Context: an optimization exercise on an open-source flow, tuned for small area and a short achievable clock period. The choices shown serve that exercise and are no tape-out recipe.
In this exercise RTL edits were held to simulation tests only and were not proved equivalent to the original.
Power is estimated from default activity; no workload was simulated.

### design.v
module mul6s(input [5:0] a, input [5:0] b, output [11:0] p);
wire n1, n2, n3, n4, n5, n6, n7, n8, n9, n10, n11, n12, n13, n14, n15, n16, n17, n18, n19, n20, n21, n22, n23, n24, n25, n26, n27, n28, n29, n30, n31, n32, n33, n34, n35, n36, n37, n38, n39, n40, n41, n42, n43, n44, n45, n46, n47, n48, n49, n50, n51, n52, n53, n54, n55, n56, n57, n58, n59, n60, n61, n62, n63, n64, n65, n66, n67, n68, n69, n70, n71, n72, n73, n74, n75, n76, n77, n78, n79, n80, n81, n82, n83, n84, n85, n86, n87, n88, n89, n90, n91, n92, n93, n94, n95, n96, n97, n98;
assign n1 = a[0] & b[0];
assign n2 = a[0] & b[1];
assign n3 = a[0] & b[2];
assign n4 = a[0] & b[3];
assign n5 = a[0] & b[4];
assign n6 = ~(a[0] & b[5]);
assign n7 = a[1] & b[0];
assign n8 = a[1] & b[1];
assign n9 = a[1] & b[2];
assign n10 = a[1] & b[3];
assign n11 = a[1] & b[4];
assign n12 = ~(a[1] & b[5]);
assign n13 = a[2] & b[0];
assign n14 = a[2] & b[1];
assign n15 = a[2] & b[2];
assign n16 = a[2] & b[3];
assign n17 = a[2] & b[4];
assign n18 = ~(a[2] & b[5]);
assign n19 = a[3] & b[0];
assign n20 = a[3] & b[1];
assign n21 = a[3] & b[2];
assign n22 = a[3] & b[3];
assign n23 = a[3] & b[4];
assign n24 = ~(a[3] & b[5]);
assign n25 = a[4] & b[0];
assign n26 = a[4] & b[1];
assign n27 = a[4] & b[2];
assign n28 = a[4] & b[3];
assign n29 = a[4] & b[4];
assign n30 = ~(a[4] & b[5]);
assign n31 = ~(a[5] & b[0]);
assign n32 = ~(a[5] & b[1]);
assign n33 = ~(a[5] & b[2]);
assign n34 = ~(a[5] & b[3]);
assign n35 = ~(a[5] & b[4]);
assign n36 = a[5] & b[5];
assign n37 = n5 ^ n10;
assign n38 = n5 & n10;
assign n39 = n6 ^ n11 ^ n16;
assign n40 = (n6 & n11) | (n6 & n16) | (n11 & n16);
assign n41 = n21 ^ n26;
assign n42 = n21 & n26;
assign n43 = n12 ^ n17 ^ n22;
assign n44 = (n12 & n17) | (n12 & n22) | (n17 & n22);
assign n45 = n27 ^ n32 ^ 1'b1;
assign n46 = (n27 & n32) | (n27 & 1'b1) | (n32 & 1'b1);
assign n47 = n18 ^ n23 ^ n28;
assign n48 = (n18 & n23) | (n18 & n28) | (n23 & n28);
assign n49 = n4 ^ n9;
assign n50 = n4 & n9;
assign n51 = n15 ^ n20 ^ n25;
assign n52 = (n15 & n20) | (n15 & n25) | (n20 & n25);
assign n53 = n31 ^ n38 ^ n39;
assign n54 = (n31 & n38) | (n31 & n39) | (n38 & n39);
assign n55 = n40 ^ n42 ^ n43;
assign n56 = (n40 & n42) | (n40 & n43) | (n42 & n43);
assign n57 = n33 ^ n44 ^ n46;
assign n58 = (n33 & n44) | (n33 & n46) | (n44 & n46);
assign n59 = n24 ^ n29 ^ n34;
assign n60 = (n24 & n29) | (n24 & n34) | (n29 & n34);
assign n61 = n3 ^ n8;
assign n62 = n3 & n8;
assign n63 = n14 ^ n19 ^ n49;
assign n64 = (n14 & n19) | (n14 & n49) | (n19 & n49);
assign n65 = n37 ^ n50 ^ n51;
assign n66 = (n37 & n50) | (n37 & n51) | (n50 & n51);
assign n67 = n41 ^ n52 ^ n53;
assign n68 = (n41 & n52) | (n41 & n53) | (n52 & n53);
assign n69 = n45 ^ n54 ^ n55;
assign n70 = (n45 & n54) | (n45 & n55) | (n54 & n55);
assign n71 = n47 ^ n56 ^ n57;
assign n72 = (n47 & n56) | (n47 & n57) | (n56 & n57);
assign n73 = n48 ^ n58 ^ n59;
assign n74 = (n48 & n58) | (n48 & n59) | (n58 & n59);
assign n75 = n30 ^ n35 ^ n60;
assign n76 = (n30 & n35) | (n30 & n60) | (n35 & n60);
assign n77 = n2 ^ n7;
assign n78 = n2 & n7;
assign n79 = n13 ^ n61 ^ n78;
assign n80 = (n13 & n61) | (n13 & n78) | (n61 & n78);
assign n81 = n62 ^ n63 ^ n80;
assign n82 = (n62 & n63) | (n62 & n80) | (n63 & n80);
assign n83 = n64 ^ n65 ^ n82;
assign n84 = (n64 & n65) | (n64 & n82) | (n65 & n82);
assign n85 = n66 ^ n67 ^ n84;
assign n86 = (n66 & n67) | (n66 & n84) | (n67 & n84);
assign n87 = n68 ^ n69 ^ n86;
assign n88 = (n68 & n69) | (n68 & n86) | (n69 & n86);
assign n89 = n70 ^ n71 ^ n88;
assign n90 = (n70 & n71) | (n70 & n88) | (n71 & n88);
assign n91 = n72 ^ n73 ^ n90;
assign n92 = (n72 & n73) | (n72 & n90) | (n73 & n90);
assign n93 = n74 ^ n75 ^ n92;
assign n94 = (n74 & n75) | (n74 & n92) | (n75 & n92);
assign n95 = n36 ^ n76 ^ n94;
assign n96 = (n36 & n76) | (n36 & n94) | (n76 & n94);
assign n97 = 1'b1 ^ n96;
assign n98 = 1'b1 & n96;
assign p[0] = n1;
assign p[1] = n77;
assign p[2] = n79;
assign p[3] = n81;
assign p[4] = n83;
assign p[5] = n85;
assign p[6] = n87;
assign p[7] = n89;
assign p[8] = n91;
assign p[9] = n93;
assign p[10] = n95;
assign p[11] = n97;
endmodule
module div6(a, b, qr);
  input [5:0] a;
  input [5:0] b;
  output [11:0] qr;
  wire new_n27, new_n28, new_n29, new_n30, new_n31, new_n32, new_n33,
    new_n34, new_n35, new_n36, new_n37, new_n38, new_n39, new_n40, new_n41,
    new_n42, new_n43, new_n44, new_n45, new_n46, new_n47, new_n48, new_n49,
    new_n50, new_n51, new_n52, new_n53, new_n54, new_n55, new_n56, new_n57,
    new_n58, new_n59, new_n60, new_n61, new_n62, new_n63, new_n64, new_n65,
    new_n66, new_n67, new_n68, new_n69, new_n70, new_n71, new_n72, new_n73,
    new_n74, new_n75, new_n76, new_n77, new_n78, new_n79, new_n80, new_n81,
    new_n82, new_n83, new_n84, new_n85, new_n86, new_n87, new_n88, new_n89,
    new_n90, new_n91, new_n92, new_n93, new_n94, new_n95, new_n96, new_n97,
    new_n98, new_n99, new_n100, new_n101, new_n102, new_n103, new_n104,
    new_n105, new_n107, new_n108, new_n109, new_n110, new_n111, new_n113,
    new_n114, new_n115, new_n116, new_n117, new_n119, new_n120, new_n121,
    new_n122, new_n124, new_n125, new_n130, new_n131;
  assign new_n27 = ~a[4] & b[4];
  assign new_n28 = ~b[3] & ~b[4];
  assign new_n29 = ~b[2] & new_n28;
  assign new_n30 = ~a[4] & b[1];
  assign new_n31 = new_n29 & ~new_n30;
  assign new_n32 = a[3] & ~new_n31;
  assign new_n33 = ~b[1] & new_n32;
  assign new_n34 = b[0] & b[1];
  assign new_n35 = new_n31 & new_n34;
  assign new_n36 = ~a[3] & new_n35;
  assign new_n37 = ~new_n33 & ~new_n36;
  assign new_n38 = ~a[2] & b[0];
  assign new_n39 = ~a[3] & b[1];
  assign new_n40 = ~new_n38 & ~new_n39;
  assign new_n41 = ~new_n35 & new_n40;
  assign new_n42 = new_n37 & ~new_n41;
  assign new_n43 = a[4] & new_n28;
  assign new_n44 = b[2] & new_n43;
  assign new_n45 = new_n42 & new_n44;
  assign new_n46 = ~a[1] & b[0];
  assign new_n47 = ~b[1] & ~new_n46;
  assign new_n48 = b[1] & new_n46;
  assign new_n49 = ~new_n29 & ~new_n43;
  assign new_n50 = ~new_n42 & ~new_n49;
  assign new_n51 = b[0] & new_n50;
  assign new_n52 = a[2] & ~new_n51;
  assign new_n53 = new_n38 & new_n50;
  assign new_n54 = ~new_n52 & ~new_n53;
  assign new_n55 = ~new_n48 & ~new_n54;
  assign new_n56 = ~new_n47 & ~new_n55;
  assign new_n57 = new_n45 & ~new_n56;
  assign new_n58 = ~new_n37 & ~new_n38;
  assign new_n59 = new_n32 & ~new_n50;
  assign new_n60 = ~new_n58 & ~new_n59;
  assign new_n61 = ~b[2] & ~new_n56;
  assign new_n62 = a[4] & ~b[4];
  assign new_n63 = ~new_n28 & ~new_n62;
  assign new_n64 = b[2] & new_n56;
  assign new_n65 = ~new_n63 & ~new_n64;
  assign new_n66 = ~new_n61 & new_n65;
  assign new_n67 = ~new_n60 & ~new_n66;
  assign new_n68 = ~new_n57 & ~new_n67;
  assign new_n69 = b[3] & new_n68;
  assign new_n70 = ~b[3] & ~new_n68;
  assign new_n71 = ~a[0] & b[0];
  assign new_n72 = ~b[1] & ~new_n71;
  assign new_n73 = b[1] & new_n71;
  assign new_n74 = new_n60 & ~new_n61;
  assign new_n75 = new_n65 & ~new_n74;
  assign new_n76 = ~new_n45 & ~new_n75;
  assign new_n77 = b[0] & ~new_n76;
  assign new_n78 = a[1] & ~new_n77;
  assign new_n79 = ~a[1] & new_n77;
  assign new_n80 = ~new_n78 & ~new_n79;
  assign new_n81 = ~new_n73 & ~new_n80;
  assign new_n82 = ~new_n72 & ~new_n81;
  assign new_n83 = b[2] & new_n82;
  assign new_n84 = ~b[2] & ~new_n82;
  assign new_n85 = ~new_n47 & ~new_n48;
  assign new_n86 = ~new_n76 & new_n85;
  assign new_n87 = new_n54 & new_n86;
  assign new_n88 = ~new_n54 & ~new_n86;
  assign new_n89 = ~new_n87 & ~new_n88;
  assign new_n90 = ~new_n84 & new_n89;
  assign new_n91 = ~new_n83 & ~new_n90;
  assign new_n92 = ~new_n70 & ~new_n91;
  assign new_n93 = ~new_n69 & ~new_n92;
  assign new_n94 = ~new_n27 & new_n93;
  assign new_n95 = b[3] & new_n62;
  assign new_n96 = ~new_n75 & new_n95;
  assign new_n97 = ~new_n94 & ~new_n96;
  assign new_n98 = b[0] & ~new_n97;
  assign new_n99 = a[0] & new_n98;
  assign new_n100 = ~b[1] & new_n29;
  assign new_n101 = ~b[0] & new_n100;
  assign new_n102 = ~a[5] & ~b[5];
  assign new_n103 = ~new_n101 & new_n102;
  assign new_n104 = ~a[0] & ~new_n98;
  assign new_n105 = new_n103 & ~new_n104;
  assign qr[0] = ~new_n99 & new_n105;
  assign new_n107 = ~new_n72 & ~new_n73;
  assign new_n108 = ~new_n97 & new_n107;
  assign new_n109 = ~new_n80 & new_n108;
  assign new_n110 = new_n80 & ~new_n108;
  assign new_n111 = new_n103 & ~new_n110;
  assign qr[1] = ~new_n109 & new_n111;
  assign new_n113 = ~new_n83 & ~new_n84;
  assign new_n114 = ~new_n97 & new_n113;
  assign new_n115 = ~new_n89 & new_n114;
  assign new_n116 = new_n89 & ~new_n114;
  assign new_n117 = new_n103 & ~new_n116;
  assign qr[2] = ~new_n115 & new_n117;
  assign new_n119 = ~new_n70 & ~new_n96;
  assign new_n120 = new_n91 & ~new_n119;
  assign new_n121 = ~new_n68 & ~new_n94;
  assign new_n122 = ~new_n120 & ~new_n121;
  assign qr[3] = new_n103 & ~new_n122;
  assign new_n124 = a[4] & new_n103;
  assign new_n125 = b[4] & new_n124;
  assign qr[4] = ~new_n93 & new_n125;
  assign qr[6] = ~new_n97 & new_n103;
  assign qr[7] = ~new_n76 & new_n103;
  assign qr[8] = new_n50 & new_n103;
  assign new_n130 = ~a[3] & b[0];
  assign new_n131 = new_n31 & ~new_n130;
  assign qr[9] = new_n103 & new_n131;
  assign qr[10] = new_n100 & new_n124;
  assign qr[5] = 1'b0;
  assign qr[11] = 1'b0;
endmodule
module bcd6(x, y);
  input [5:0] x;
  output [5:0] y;
  wire new_n14, new_n15, new_n16, new_n17, new_n18, new_n19, new_n20,
    new_n21, new_n22, new_n23, new_n24, new_n25, new_n26, new_n27, new_n28,
    new_n29, new_n30, new_n31, new_n32, new_n34, new_n35, new_n37, new_n38,
    new_n39, new_n40, new_n41, new_n42, new_n43, new_n44, new_n45, new_n46,
    new_n47, new_n49, new_n50, new_n51, new_n52, new_n53, new_n54, new_n55,
    new_n56, new_n57, new_n59, new_n60, new_n61;
  assign new_n14 = x[0] & x[5];
  assign new_n15 = x[1] & new_n14;
  assign new_n16 = ~x[1] & ~new_n14;
  assign new_n17 = ~new_n15 & ~new_n16;
  assign new_n18 = x[2] & ~x[4];
  assign new_n19 = ~x[3] & ~new_n18;
  assign new_n20 = x[5] & ~new_n15;
  assign new_n21 = new_n19 & new_n20;
  assign new_n22 = ~x[2] & x[4];
  assign new_n23 = x[3] & ~new_n22;
  assign new_n24 = x[1] & ~x[5];
  assign new_n25 = new_n23 & new_n24;
  assign new_n26 = ~x[3] & new_n22;
  assign new_n27 = ~x[0] & x[5];
  assign new_n28 = ~x[1] & new_n27;
  assign new_n29 = x[3] & new_n18;
  assign new_n30 = ~new_n28 & new_n29;
  assign new_n31 = ~new_n26 & ~new_n30;
  assign new_n32 = ~new_n25 & new_n31;
  assign y[4] = new_n21 | ~new_n32;
  assign new_n34 = ~new_n17 & ~y[4];
  assign new_n35 = new_n17 & y[4];
  assign y[1] = ~new_n34 & ~new_n35;
  assign new_n37 = ~new_n18 & ~new_n22;
  assign new_n38 = ~new_n14 & ~new_n37;
  assign new_n39 = x[3] & ~new_n38;
  assign new_n40 = new_n28 & new_n39;
  assign new_n41 = ~new_n19 & ~new_n23;
  assign new_n42 = ~new_n28 & new_n41;
  assign new_n43 = x[1] & ~new_n27;
  assign new_n44 = new_n18 & new_n43;
  assign new_n45 = new_n26 & ~new_n43;
  assign new_n46 = ~new_n44 & ~new_n45;
  assign new_n47 = ~new_n42 & new_n46;
  assign y[2] = new_n40 | ~new_n47;
  assign new_n49 = new_n19 & new_n43;
  assign new_n50 = ~y[1] & new_n49;
  assign new_n51 = ~x[1] & new_n41;
  assign new_n52 = ~new_n30 & ~new_n51;
  assign new_n53 = new_n27 & ~new_n52;
  assign new_n54 = x[5] & ~new_n18;
  assign new_n55 = ~x[1] & ~new_n54;
  assign new_n56 = new_n39 & new_n55;
  assign new_n57 = ~new_n53 & ~new_n56;
  assign y[3] = new_n50 | ~new_n57;
  assign new_n59 = x[4] & ~x[5];
  assign new_n60 = ~x[4] & x[5];
  assign new_n61 = ~new_n59 & ~new_n60;
  assign y[5] = new_n31 & ~new_n61;
  assign y[0] = x[0];
endmodule
module dd12(c, y);
  input [11:0] c;
  output [15:0] y;
  wire new_n31, new_n32, new_n33, new_n34, new_n35, new_n36, new_n37,
    new_n38, new_n39, new_n40, new_n41, new_n42, new_n43, new_n44, new_n45,
    new_n46, new_n47, new_n48, new_n49, new_n50, new_n51, new_n52, new_n53,
    new_n54, new_n55, new_n56, new_n57, new_n58, new_n59, new_n60, new_n61,
    new_n62, new_n63, new_n64, new_n65, new_n66, new_n67, new_n68, new_n69,
    new_n70, new_n71, new_n72, new_n73, new_n74, new_n75, new_n76, new_n77,
    new_n78, new_n79, new_n80, new_n81, new_n82, new_n83, new_n84, new_n85,
    new_n86, new_n87, new_n88, new_n89, new_n90, new_n91, new_n92, new_n93,
    new_n94, new_n95, new_n96, new_n97, new_n98, new_n99, new_n100,
    new_n101, new_n102, new_n103, new_n104, new_n105, new_n106, new_n107,
    new_n108, new_n109, new_n110, new_n111, new_n112, new_n113, new_n114,
    new_n115, new_n116, new_n117, new_n118, new_n119, new_n120, new_n121,
    new_n122, new_n123, new_n124, new_n125, new_n126, new_n127, new_n128,
    new_n129, new_n130, new_n131, new_n132, new_n133, new_n134, new_n135,
    new_n136, new_n137, new_n138, new_n139, new_n140, new_n141, new_n142,
    new_n143, new_n144, new_n145, new_n146, new_n147, new_n148, new_n149,
    new_n150, new_n151, new_n152, new_n153, new_n154, new_n155, new_n156,
    new_n157, new_n158, new_n159, new_n160, new_n161, new_n162, new_n163,
    new_n164, new_n165, new_n166, new_n167, new_n168, new_n169, new_n170,
    new_n171, new_n172, new_n173, new_n174, new_n175, new_n176, new_n177,
    new_n179, new_n180, new_n182, new_n183, new_n184, new_n187, new_n188,
    new_n189, new_n190, new_n191, new_n192, new_n193, new_n194, new_n195,
    new_n196, new_n197, new_n198, new_n199, new_n200, new_n201, new_n202,
    new_n203, new_n204, new_n205, new_n206, new_n207, new_n208, new_n209,
    new_n210, new_n211, new_n212, new_n213, new_n214, new_n215, new_n216,
    new_n217, new_n218, new_n219, new_n220, new_n222, new_n223, new_n226,
    new_n227, new_n229, new_n230, new_n231, new_n232, new_n233, new_n234,
    new_n235, new_n236, new_n237, new_n238, new_n239, new_n240, new_n241,
    new_n242, new_n243, new_n244, new_n245, new_n247, new_n248, new_n250,
    new_n251, new_n252, new_n253, new_n254, new_n255, new_n256;
  assign new_n31 = c[0] & c[1];
  assign new_n32 = c[11] & new_n31;
  assign new_n33 = ~c[0] & ~c[1];
  assign new_n34 = c[11] & ~new_n33;
  assign new_n35 = ~c[1] & ~new_n34;
  assign new_n36 = ~new_n32 & ~new_n35;
  assign new_n37 = ~c[2] & ~new_n34;
  assign new_n38 = c[2] & new_n34;
  assign new_n39 = ~new_n37 & ~new_n38;
  assign new_n40 = ~c[2] & new_n33;
  assign new_n41 = c[11] & ~new_n40;
  assign new_n42 = ~c[3] & ~new_n41;
  assign new_n43 = c[3] & new_n41;
  assign new_n44 = ~new_n42 & ~new_n43;
  assign new_n45 = ~c[3] & new_n40;
  assign new_n46 = ~c[4] & new_n45;
  assign new_n47 = ~c[5] & new_n46;
  assign new_n48 = c[11] & ~new_n47;
  assign new_n49 = c[6] & ~new_n48;
  assign new_n50 = ~c[6] & new_n48;
  assign new_n51 = ~new_n49 & ~new_n50;
  assign new_n52 = ~c[8] & c[10];
  assign new_n53 = c[8] & ~c[10];
  assign new_n54 = ~new_n52 & ~new_n53;
  assign new_n55 = c[9] & ~c[10];
  assign new_n56 = ~c[9] & c[10];
  assign new_n57 = ~new_n55 & ~new_n56;
  assign new_n58 = ~new_n54 & new_n57;
  assign new_n59 = ~new_n51 & ~new_n58;
  assign new_n60 = c[11] & ~new_n46;
  assign new_n61 = c[5] & ~new_n60;
  assign new_n62 = ~c[5] & new_n60;
  assign new_n63 = ~new_n61 & ~new_n62;
  assign new_n64 = ~c[6] & new_n47;
  assign new_n65 = c[11] & ~new_n64;
  assign new_n66 = ~c[7] & ~new_n65;
  assign new_n67 = c[7] & new_n65;
  assign new_n68 = ~new_n66 & ~new_n67;
  assign new_n69 = ~new_n63 & ~new_n68;
  assign new_n70 = ~c[7] & new_n64;
  assign new_n71 = new_n52 & new_n70;
  assign new_n72 = c[11] & ~new_n71;
  assign new_n73 = ~c[9] & ~new_n72;
  assign new_n74 = c[11] & new_n70;
  assign new_n75 = ~new_n54 & ~new_n74;
  assign new_n76 = c[10] & ~c[11];
  assign new_n77 = ~c[10] & c[11];
  assign new_n78 = ~new_n76 & ~new_n77;
  assign new_n79 = new_n75 & ~new_n78;
  assign new_n80 = c[9] & new_n72;
  assign new_n81 = ~new_n79 & ~new_n80;
  assign new_n82 = ~new_n73 & new_n81;
  assign new_n83 = ~new_n69 & new_n82;
  assign new_n84 = new_n63 & new_n68;
  assign new_n85 = ~new_n82 & ~new_n84;
  assign new_n86 = ~new_n83 & ~new_n85;
  assign new_n87 = new_n51 & new_n75;
  assign new_n88 = new_n54 & new_n74;
  assign new_n89 = ~new_n87 & ~new_n88;
  assign new_n90 = c[9] & new_n70;
  assign new_n91 = ~new_n54 & ~new_n57;
  assign new_n92 = ~new_n90 & new_n91;
  assign new_n93 = new_n89 & ~new_n92;
  assign new_n94 = ~new_n86 & ~new_n93;
  assign new_n95 = new_n86 & ~new_n92;
  assign new_n96 = ~new_n94 & ~new_n95;
  assign new_n97 = new_n59 & ~new_n96;
  assign new_n98 = ~new_n59 & new_n96;
  assign new_n99 = ~new_n97 & ~new_n98;
  assign new_n100 = c[11] & ~new_n45;
  assign new_n101 = c[4] & ~new_n100;
  assign new_n102 = ~c[4] & new_n100;
  assign new_n103 = ~new_n101 & ~new_n102;
  assign new_n104 = ~new_n99 & ~new_n103;
  assign new_n105 = ~new_n92 & new_n99;
  assign new_n106 = new_n68 & ~new_n105;
  assign new_n107 = ~new_n68 & ~new_n89;
  assign new_n108 = ~new_n92 & new_n107;
  assign new_n109 = ~new_n68 & ~new_n92;
  assign new_n110 = ~new_n63 & ~new_n109;
  assign new_n111 = new_n89 & new_n110;
  assign new_n112 = ~new_n108 & ~new_n111;
  assign new_n113 = ~new_n106 & new_n112;
  assign new_n114 = ~new_n82 & ~new_n113;
  assign new_n115 = new_n68 & new_n89;
  assign new_n116 = new_n82 & ~new_n115;
  assign new_n117 = ~new_n114 & ~new_n116;
  assign new_n118 = new_n54 & ~new_n116;
  assign new_n119 = ~new_n107 & ~new_n118;
  assign new_n120 = new_n83 & ~new_n119;
  assign new_n121 = ~new_n117 & ~new_n120;
  assign new_n122 = new_n63 & ~new_n121;
  assign new_n123 = ~new_n63 & ~new_n117;
  assign new_n124 = ~new_n122 & ~new_n123;
  assign new_n125 = new_n51 & ~new_n82;
  assign new_n126 = ~new_n51 & new_n82;
  assign new_n127 = ~new_n125 & ~new_n126;
  assign new_n128 = ~new_n54 & ~new_n69;
  assign new_n129 = ~new_n127 & new_n128;
  assign new_n130 = new_n69 & new_n127;
  assign new_n131 = ~new_n129 & ~new_n130;
  assign new_n132 = ~new_n96 & new_n131;
  assign new_n133 = ~new_n124 & new_n132;
  assign new_n134 = ~new_n104 & ~new_n133;
  assign new_n135 = new_n44 & ~new_n134;
  assign new_n136 = new_n39 & new_n135;
  assign new_n137 = ~new_n39 & ~new_n44;
  assign new_n138 = new_n99 & new_n103;
  assign new_n139 = new_n124 & ~new_n138;
  assign new_n140 = ~new_n104 & ~new_n124;
  assign new_n141 = ~new_n139 & ~new_n140;
  assign new_n142 = ~new_n137 & new_n141;
  assign new_n143 = ~new_n132 & ~new_n138;
  assign new_n144 = ~new_n124 & ~new_n143;
  assign new_n145 = new_n103 & new_n132;
  assign new_n146 = new_n144 & ~new_n145;
  assign new_n147 = ~new_n44 & ~new_n104;
  assign new_n148 = new_n139 & new_n147;
  assign new_n149 = ~new_n146 & ~new_n148;
  assign new_n150 = ~new_n142 & new_n149;
  assign new_n151 = ~new_n136 & new_n150;
  assign new_n152 = ~new_n39 & ~new_n151;
  assign new_n153 = ~c[2] & ~new_n151;
  assign new_n154 = c[2] & new_n151;
  assign new_n155 = ~new_n153 & ~new_n154;
  assign new_n156 = ~new_n31 & ~new_n155;
  assign new_n157 = new_n139 & ~new_n147;
  assign new_n158 = ~new_n144 & ~new_n157;
  assign new_n159 = ~new_n44 & ~new_n158;
  assign new_n160 = new_n44 & new_n158;
  assign new_n161 = ~new_n159 & ~new_n160;
  assign new_n162 = c[1] & new_n155;
  assign new_n163 = ~new_n161 & ~new_n162;
  assign new_n164 = ~new_n156 & new_n163;
  assign new_n165 = ~new_n149 & new_n161;
  assign new_n166 = ~new_n39 & new_n141;
  assign new_n167 = ~new_n165 & new_n166;
  assign new_n168 = new_n39 & new_n165;
  assign new_n169 = new_n135 & new_n151;
  assign new_n170 = ~new_n168 & ~new_n169;
  assign new_n171 = ~new_n167 & new_n170;
  assign new_n172 = ~new_n164 & new_n171;
  assign new_n173 = ~new_n152 & new_n172;
  assign new_n174 = new_n39 & new_n151;
  assign new_n175 = ~new_n161 & ~new_n174;
  assign new_n176 = ~new_n173 & ~new_n175;
  assign new_n177 = ~new_n161 & new_n173;
  assign y[4] = new_n176 | new_n177;
  assign new_n179 = ~new_n36 & y[4];
  assign new_n180 = new_n36 & ~y[4];
  assign y[1] = new_n179 | new_n180;
  assign new_n182 = ~new_n152 & ~new_n174;
  assign new_n183 = ~new_n179 & new_n182;
  assign new_n184 = new_n179 & ~new_n182;
  assign y[2] = ~new_n183 & ~new_n184;
  assign y[3] = ~new_n172 & ~y[2];
  assign new_n187 = new_n57 & ~new_n78;
  assign new_n188 = new_n119 & new_n187;
  assign new_n189 = new_n78 & ~new_n92;
  assign new_n190 = ~new_n188 & ~new_n189;
  assign new_n191 = ~new_n117 & new_n190;
  assign new_n192 = new_n117 & ~new_n190;
  assign new_n193 = ~new_n120 & ~new_n192;
  assign new_n194 = ~new_n191 & new_n193;
  assign new_n195 = new_n158 & new_n194;
  assign new_n196 = ~new_n158 & ~new_n194;
  assign new_n197 = ~new_n195 & ~new_n196;
  assign new_n198 = new_n114 & ~new_n194;
  assign new_n199 = ~new_n195 & ~new_n198;
  assign new_n200 = new_n78 & ~new_n119;
  assign new_n201 = ~new_n92 & ~new_n188;
  assign new_n202 = ~new_n200 & new_n201;
  assign new_n203 = new_n199 & ~new_n202;
  assign new_n204 = ~new_n120 & new_n203;
  assign new_n205 = ~new_n197 & ~new_n204;
  assign new_n206 = new_n99 & ~new_n146;
  assign new_n207 = ~new_n133 & ~new_n206;
  assign new_n208 = ~new_n199 & new_n202;
  assign new_n209 = ~new_n203 & ~new_n208;
  assign new_n210 = ~new_n207 & new_n209;
  assign new_n211 = new_n207 & ~new_n209;
  assign new_n212 = ~new_n210 & ~new_n211;
  assign new_n213 = new_n151 & new_n212;
  assign new_n214 = ~new_n210 & ~new_n213;
  assign new_n215 = ~new_n205 & new_n214;
  assign new_n216 = ~new_n196 & new_n204;
  assign new_n217 = ~new_n214 & ~new_n216;
  assign new_n218 = ~new_n215 & ~new_n217;
  assign new_n219 = ~new_n151 & ~new_n212;
  assign new_n220 = ~new_n213 & ~new_n219;
  assign y[5] = ~new_n218 & ~new_n220;
  assign new_n222 = new_n215 & ~new_n216;
  assign new_n223 = new_n205 & ~new_n214;
  assign y[6] = new_n222 | new_n223;
  assign y[7] = new_n218 & ~new_n219;
  assign new_n226 = ~new_n212 & ~new_n218;
  assign new_n227 = new_n151 & new_n218;
  assign y[8] = ~new_n226 & ~new_n227;
  assign new_n229 = ~new_n117 & new_n189;
  assign new_n230 = ~new_n158 & new_n229;
  assign new_n231 = ~new_n207 & new_n230;
  assign new_n232 = new_n89 & new_n158;
  assign new_n233 = ~new_n207 & ~new_n232;
  assign new_n234 = ~new_n82 & ~new_n115;
  assign new_n235 = ~new_n233 & new_n234;
  assign new_n236 = new_n202 & ~new_n235;
  assign new_n237 = ~new_n231 & new_n236;
  assign new_n238 = ~new_n99 & new_n158;
  assign new_n239 = ~new_n117 & ~new_n238;
  assign new_n240 = new_n187 & ~new_n239;
  assign new_n241 = ~new_n120 & ~new_n240;
  assign new_n242 = new_n114 & ~new_n207;
  assign new_n243 = ~new_n202 & ~new_n230;
  assign new_n244 = ~new_n242 & new_n243;
  assign new_n245 = new_n241 & new_n244;
  assign y[9] = ~new_n237 & ~new_n245;
  assign new_n247 = ~new_n236 & new_n241;
  assign new_n248 = new_n236 & ~new_n241;
  assign y[10] = ~new_n247 & ~new_n248;
  assign new_n250 = new_n82 & ~new_n194;
  assign new_n251 = ~new_n238 & ~new_n250;
  assign new_n252 = ~new_n78 & new_n207;
  assign new_n253 = ~new_n251 & ~new_n252;
  assign new_n254 = new_n57 & new_n253;
  assign new_n255 = ~new_n187 & ~new_n253;
  assign new_n256 = ~new_n254 & ~new_n255;
  assign y[11] = ~y[10] & new_n256;
  assign y[12] = ~new_n189 & ~new_n253;
  assign y[13] = ~new_n78 & new_n253;
  assign y[14] = 1'b0;
  assign y[15] = 1'b0;
  assign y[0] = c[0];
endmodule
module segm(x, y, f, bcd_out);
  input [15:0] x;
  input [13:0] y;
  input [1:0] f;
  output [27:0] bcd_out;
  wire new_n62, new_n63, new_n64, new_n65, new_n66, new_n67, new_n68,
    new_n69, new_n70, new_n71, new_n72, new_n73, new_n74, new_n75, new_n76,
    new_n77, new_n78, new_n80, new_n81, new_n82, new_n83, new_n85, new_n91,
    new_n92, new_n93, new_n94, new_n95, new_n96, new_n97, new_n98, new_n99,
    new_n100, new_n102, new_n103, new_n104, new_n105, new_n106, new_n107,
    new_n108, new_n111, new_n114, new_n117, new_n118, new_n119, new_n120,
    new_n121, new_n122, new_n123, new_n124, new_n125, new_n126, new_n127,
    new_n128, new_n129, new_n130, new_n132, new_n133, new_n134, new_n135,
    new_n136, new_n137, new_n140, new_n141, new_n146, new_n147, new_n148,
    new_n149, new_n150, new_n151, new_n152, new_n153, new_n154, new_n155,
    new_n157, new_n158, new_n159, new_n160, new_n161, new_n162, new_n163,
    new_n166, new_n169;
  assign new_n62 = ~f[0] & f[1];
  assign new_n63 = x[2] & new_n62;
  assign new_n64 = y[2] & ~new_n62;
  assign new_n65 = ~new_n63 & ~new_n64;
  assign new_n66 = x[1] & new_n62;
  assign new_n67 = y[1] & ~new_n62;
  assign new_n68 = ~new_n66 & ~new_n67;
  assign new_n69 = x[0] & new_n62;
  assign new_n70 = y[0] & ~new_n62;
  assign new_n71 = ~new_n69 & ~new_n70;
  assign new_n72 = ~new_n68 & ~new_n71;
  assign new_n73 = ~new_n65 & ~new_n72;
  assign new_n74 = new_n68 & new_n71;
  assign new_n75 = x[3] & new_n62;
  assign new_n76 = y[3] & ~new_n62;
  assign new_n77 = ~new_n75 & ~new_n76;
  assign new_n78 = ~new_n74 & new_n77;
  assign bcd_out[4] = new_n73 & new_n78;
  assign new_n80 = new_n65 & new_n74;
  assign new_n81 = new_n65 & ~new_n68;
  assign new_n82 = new_n77 & ~new_n81;
  assign new_n83 = ~new_n80 & new_n82;
  assign bcd_out[0] = ~bcd_out[4] & new_n83;
  assign new_n85 = new_n71 & new_n78;
  assign bcd_out[1] = new_n65 & new_n85;
  assign bcd_out[2] = ~new_n80 & ~new_n85;
  assign bcd_out[3] = ~new_n73 & new_n82;
  assign bcd_out[5] = ~new_n73 & new_n78;
  assign bcd_out[6] = new_n68 & bcd_out[0];
  assign new_n91 = ~x[4] & ~x[7];
  assign new_n92 = new_n62 & new_n91;
  assign new_n93 = x[4] & x[5];
  assign new_n94 = x[6] & ~new_n93;
  assign new_n95 = ~x[7] & ~new_n94;
  assign new_n96 = new_n62 & ~new_n95;
  assign new_n97 = x[5] & new_n62;
  assign new_n98 = ~x[6] & new_n97;
  assign new_n99 = y[5] & ~new_n62;
  assign new_n100 = ~new_n98 & ~new_n99;
  assign bcd_out[10] = ~new_n96 & new_n100;
  assign new_n102 = ~new_n92 & ~bcd_out[10];
  assign new_n103 = ~y[4] & ~new_n62;
  assign new_n104 = ~x[4] & ~x[5];
  assign new_n105 = ~x[6] & new_n62;
  assign new_n106 = new_n104 & new_n105;
  assign new_n107 = ~new_n103 & ~new_n106;
  assign new_n108 = new_n91 & new_n97;
  assign bcd_out[9] = new_n107 & ~new_n108;
  assign bcd_out[7] = ~new_n102 & bcd_out[9];
  assign new_n111 = ~new_n96 & new_n107;
  assign bcd_out[12] = new_n99 | new_n111;
  assign bcd_out[8] = ~bcd_out[9] & bcd_out[12];
  assign new_n114 = ~x[7] & ~new_n104;
  assign bcd_out[11] = new_n96 & new_n114;
  assign bcd_out[13] = ~new_n97 & bcd_out[7];
  assign new_n117 = x[8] & new_n62;
  assign new_n118 = y[6] & ~new_n62;
  assign new_n119 = ~new_n117 & ~new_n118;
  assign new_n120 = ~x[11] & new_n62;
  assign new_n121 = x[9] & new_n120;
  assign new_n122 = ~y[9] & ~new_n62;
  assign new_n123 = y[7] & new_n122;
  assign new_n124 = ~new_n121 & ~new_n123;
  assign new_n125 = ~y[8] & ~new_n62;
  assign new_n126 = ~y[7] & new_n125;
  assign new_n127 = ~x[10] & new_n62;
  assign new_n128 = ~x[9] & new_n127;
  assign new_n129 = ~new_n126 & ~new_n128;
  assign new_n130 = new_n124 & new_n129;
  assign bcd_out[16] = ~new_n119 | new_n130;
  assign new_n132 = ~new_n120 & ~new_n122;
  assign new_n133 = ~new_n125 & ~new_n127;
  assign new_n134 = ~new_n124 & ~new_n133;
  assign new_n135 = new_n119 & ~new_n134;
  assign new_n136 = ~new_n132 & ~new_n135;
  assign new_n137 = new_n124 & ~new_n136;
  assign bcd_out[19] = ~new_n130 & new_n136;
  assign bcd_out[18] = ~new_n137 & ~bcd_out[19];
  assign new_n140 = ~new_n132 & ~new_n134;
  assign new_n141 = ~bcd_out[18] & new_n140;
  assign bcd_out[14] = bcd_out[16] & new_n141;
  assign bcd_out[15] = new_n119 & new_n134;
  assign bcd_out[17] = ~new_n130 & new_n141;
  assign bcd_out[20] = new_n124 & bcd_out[14];
  assign new_n146 = ~x[12] & ~x[15];
  assign new_n147 = new_n62 & new_n146;
  assign new_n148 = x[12] & x[13];
  assign new_n149 = x[14] & ~new_n148;
  assign new_n150 = ~x[15] & ~new_n149;
  assign new_n151 = new_n62 & ~new_n150;
  assign new_n152 = x[13] & new_n62;
  assign new_n153 = ~x[14] & new_n152;
  assign new_n154 = y[11] & ~new_n62;
  assign new_n155 = ~new_n153 & ~new_n154;
  assign bcd_out[24] = ~new_n151 & new_n155;
  assign new_n157 = ~new_n147 & ~bcd_out[24];
  assign new_n158 = ~y[10] & ~new_n62;
  assign new_n159 = ~x[12] & ~x[13];
  assign new_n160 = ~x[14] & new_n62;
  assign new_n161 = new_n159 & new_n160;
  assign new_n162 = ~new_n158 & ~new_n161;
  assign new_n163 = new_n146 & new_n152;
  assign bcd_out[23] = new_n162 & ~new_n163;
  assign bcd_out[21] = ~new_n157 & bcd_out[23];
  assign new_n166 = ~new_n151 & new_n162;
  assign bcd_out[26] = new_n154 | new_n166;
  assign bcd_out[22] = ~bcd_out[23] & bcd_out[26];
  assign new_n169 = ~x[15] & ~new_n159;
  assign bcd_out[25] = new_n151 & new_n169;
  assign bcd_out[27] = ~new_n152 & bcd_out[21];
endmodule
module lab1(clear, sign, bcd_out, overflow, c, a, b, f, w, clk);
   input [5:0] a, b;
   input [1:0] f;
   input       w;
   input       clk;
   output reg [11:0] c;
   output        overflow;
   output [27:0] bcd_out;
   output        sign;
   output [5:0]  clear;
   wire       sub = f[0];
   wire [5:0] bx = b ^ {6{sub}};
   wire [5:0] as = a + bx + {5'd0, sub};
   wire [11:0] prod, qr;
   mul6s mul(.a(a), .b(b), .p(prod));
   div6  div(.a(a), .b(b), .qr(qr));
   assign overflow = ~f[1] & (a[5] ~^ bx[5]) & (as[5] ^ a[5]);
   assign clear = 6'b111111;
   always @(posedge clk)
     if (w) c <= {a, b};
     else if (f[1]) c <= f[0] ? qr : prod;
     else c <= {6'b0, as};
   wire [15:0] bw;
   wire [5:0]  bl, bh;
   dd12 conv12(.c(c), .y(bw));
   bcd6 conv_lo(.x(c[5:0]), .y(bl));
   bcd6 conv_hi(.x(c[11:6]), .y(bh));
   segm disp(.x(bw), .y({2'b00, bh, bl}), .f(f), .bcd_out(bcd_out));
   assign sign = f[1] ? ~c[11] : ~c[5];
endmodule
### flow/run.sh
#!/bin/bash
# The standard layout (the standard.sh), with two changes:
# - the port buffers that ORFS inserts at global placement use sky130_fd_sc_hd__buf_2
#   instead of the default pick (clkdlybuf4s50_1, a slow delay cell);
# - no adder map file, so Yosys's extract_fa step is skipped and ABC maps the adder
#   logic with the other gates (extract_fa wraps its full adders in inverters).
#   The registers are the same as the standard synthesis's.
set -euo pipefail
export BUFFER_PORTS_ARGS="-buffer_cell sky130_fd_sc_hd__buf_2"
export ADDER_MAP_FILE=
bash standard.sh > standard_flow.log 2>&1
### standard.sh
#!/bin/bash
# synth_recipe.tcl (not shown) runs the flow's synth.tcl, then flattens the netlist and writes it again
# the make line also repeats each setting of config.mk as NAME=value (left out here)
make -C /OpenROAD-flow-scripts/flow DESIGN_CONFIG=/design/flow/config.mk WORK_HOME=/design/flow/orfs CLKGATE_MAP_FILE= SYNTH_SCRIPT=/design/flow/synth_recipe.tcl "${@:-finish}"
### config.mk
export PLATFORM = sky130hd
export DESIGN_NAME = lab1
export DESIGN_NICKNAME = lab1
export VERILOG_FILES = /design/flow/design.v
export SDC_FILE = /design/flow/constraint.sdc
export NUM_CORES = 4
export LEC_CHECK = 0
export ABC_AREA = 1
export CAP_MARGIN = 20
export CORE_MARGIN = 2
export CORE_UTILIZATION = 30
export SLEW_MARGIN = 20
### constraint.sdc
create_clock -name core_clock -period 15.0 [get_ports {clk}]
set_input_delay 3.0000 -clock core_clock [delete_from_list [all_inputs] [get_ports {clk}]]
set_output_delay 3.0000 -clock core_clock [all_outputs]
set_load 0.01 [all_outputs]
==> run_results.csv <==
group,metric,value,unit
setup_path,worstSetupStartpointType,"input pin",
placed_design,pre_cts_ws,6.86,ns
routing,final_antenna_net_count,0,
setup_path,worst_ep_arrival_time,5.08,ns
grt,grt_antenna_before_repair,0,
final_layout,fin_nets,891,
setup_path,cp_max_fo,14,
routing,drt_iter0_markers,434,
clock_network,cts_setup_buffers,0,
sta,tightestPinTransition,0.601,ns
grt,top_usage_layer,"met2",
routing,drc,0,
placed_design,port_buffers,56,
final_layout,reg_top3,"c (12)",
logic_synthesis,synth_edf_count,0,
sta,worst_slack,6.92,ns
logic_synthesis,syn_avg_cell_area,5.14,µm²
grt,grt_max_degree,18,
final_layout,areaGrowthSynthToFinish,9.91,%
die,start_util,30.8,%
clock_network,cts_made_buffers,3,
die,ios,64,
die,row_count,43,
setup_path,cp-end-kind,"output pin",
placed_design,postPlaceCellArea,0.00464,mm²
sta,fin_crit,8.08,ns
sta,relSlewSlack,59.9,%
routing,routed_wl,12300,µm
setup_path,criticalPathCategory,"in -> out",
clock_network,hold_buffers,0,
grt,grt_pass1_vias,4648,
clock_network,cts_buffer_depth,2,
pwr,peakVddDrop,0.0502,mV
placed_design,dpl.hpwl,10100,µm
final_layout,fin_area,0.00472,mm²
die,die_area,0.0153,mm²
job,maxCapViolCount,0,
logic_synthesis,synthArstFlopShare,0,%
routing,wl_per_cell,11.7,µm
final_layout,drive_above_1_share,16.3,%
pwr,leakage,2.60,nW
logic_synthesis,yosysMostFrequentCell,"nand2_1",
sta,slew_violations,0,
clock_network,cts_max_level,1,
logic_synthesis,yosysSeqAreaShare,5.59,%
sta,max_freq,124,MHz
grt,grt_use_met1,21.6,%
sta,min_period_over_period,53.9,%
placed_design,gp_congestion,0.919,
pwr,pwr_density_cell,141,mW/mm²
sta,whs,3.06,ns
sta,hold_viol,0,
hold_path,hold_class,"in -> reg",
clock_network,cts_num_sinks,12,
final_layout,utilization,33.9,%
routing,vias_per_cell,4.92,
logic_synthesis,yosys.area.top_type,"nand2_1",
clock_network,tritoncts,"built",
status,outcome,"complete, no violations",
grt,met2_usage,28.7,%
routing,first_pass_iters,5,
clock_network,cts-root-buf,"clkbuf_16",
logic_synthesis,ys_types,53,
routing,via_count,5176,
logic_synthesis,syn_inst,836,
die,dieWidth,124,µm
die,coreArea,0.0139,mm²
clock_network,cts_resized,0,
die,dieHeight,124,µm
logic_synthesis,ys_top_cells_by_count,"nand2_1, inv_1, nor2_1",
logic_synthesis,ys_top_cells_by_area,"nand2_1, inv_1, nor2_1",
grt,overflow,0,
grt,grt_pass1_wl,20700,µm
logic_synthesis,syn_area,0.00429,mm²
final_layout,diodes,0,
sta,tns,0,ns
logic_synthesis,ys_warn_count,1,
logic_synthesis,synth_ff_type,"dfxtp_1",
grt,track_usage,16.4,%
setup_path,critPathRequiredTime,12.00,ns
logic_synthesis,yosysTopAreaCellShare,22.0,%
clock_network,clk_pin_slew_worst_paths,0.04,ns
final_layout,regMostFlops,"c",
logic_synthesis,ys_seq_elements,12,
grt,grt_use_met3,1.10,%
sta,rsz0062_at_grt,"false",
final_layout,largest_register_ffs,12,
sta,setup_viol,0,
## per-layer routing
metal | vias to the layer above | wire length, µm
li1 | 2738 | -
met1 | 2253 | 5660
met2 | 171 | 5750
met3 | 14 | 714
met4 | 0 | 186
met5 | - | 0
## cell families (layout without fill, tap and decap cells)
family	after synthesis	after routing	synth area share, %
AO/OA/AOI/OAI	127	127	17.3
XOR/XNOR	35	35	7.14
adder cells (fa/ha/maj)	1	1	0.233
buffers and inverters	159	191	15.7
flip-flops	12	12	5.59
other	2	7	0.175
AND/OR/NAND/NOR	500	500	53.8
## layout make-up
type	instances	area (µm²)
Timing Repair Buffer	57	288
Multi-Input combinational cell	670	3400
Fill cell	1573	9220
Clock buffer	3	75.1
Tap cell	180	225
Sequential cell	12	240
Inverter	131	493
## layout by cell type, fill, tap and decap left out, types with 8 or more instances in the layout
master    count
nand2_1     252
a21oi_1      35
nand3_1      57
nand3_2      12
buf_2        56
nor2_1       89
inv_2        12
nand4_1      11
inv_1       118
nand2_2      22
xnor2_1      15
nand3b_1      8
nor3_1       15
xor2_1       20
dfxtp_1      12
or2_2        10
o21ai_0      52
## metrics by stage
step                      instances  power (mW)
after floorplan                 841       0.506
after global placement         1050       0.618
after detailed placement       1050       0.621
after CTS                      1053       0.669
after global routing           1053       0.761
final                          1053       0.667
## worst max-delay path, stage by stage
cell,delay (ns)
buf_2,0.26
xnor2_1,0.17
or2_2,0.14
nand2_1,0.05
or2_2,0.28
nand2_1,0.09
a21oi_1,0.08
or2_2,0.30
nand2_1,0.07
nand3_1,0.08
nand2_1,0.12
o21ai_0,0.08
a21oi_1,0.19
buf_2,0.17
## power breakdown
group | internal, mW | leakage (nW) | switching (mW)
logic | 0.204 | 2.46 | 0.373
clock network | 0.0345 | 0.0370 | 0.0120
registers | 0.0359 | 0.101 | 0.00839
total | 0.274 | 2.60 | 0.393
## worst paths after layout
kind | to | startpoint | cells past startpoint
min | c[2] | w | 3
max | overflow | f[0] | 14

## port drivers added, routing unchanged
The results above use ideal ports. As a check the final layout listed here was re-extracted and re-timed, cells and wires unchanged.
Step 1: set_driving_cell puts a clkbuf_16 on clk and a buf_2 on each other input, an assumption about the parent block.
Step 2 times the ports against the registers' clock, not the clock port: input delays grow and output delays shrink by t, the midpoint of the rising clock arrivals with the driver on.
a / b / c = ideal / step 1 / step 2; a / b = the first two.
t, ns: 0.271
setup WS [ns]: 6.916 / 6.870 / 6.870
worst setup path at the end: input to output
clock arrival spread, ns: 0.001 / 0.001
slew at the worst register clock pin (ns): 0.04 / 0.04
After both steps setup and hold are still met in this run. For this run, drivers alone change the setup slack by -0.046 ns; drivers and shift together by -0.046 ns.
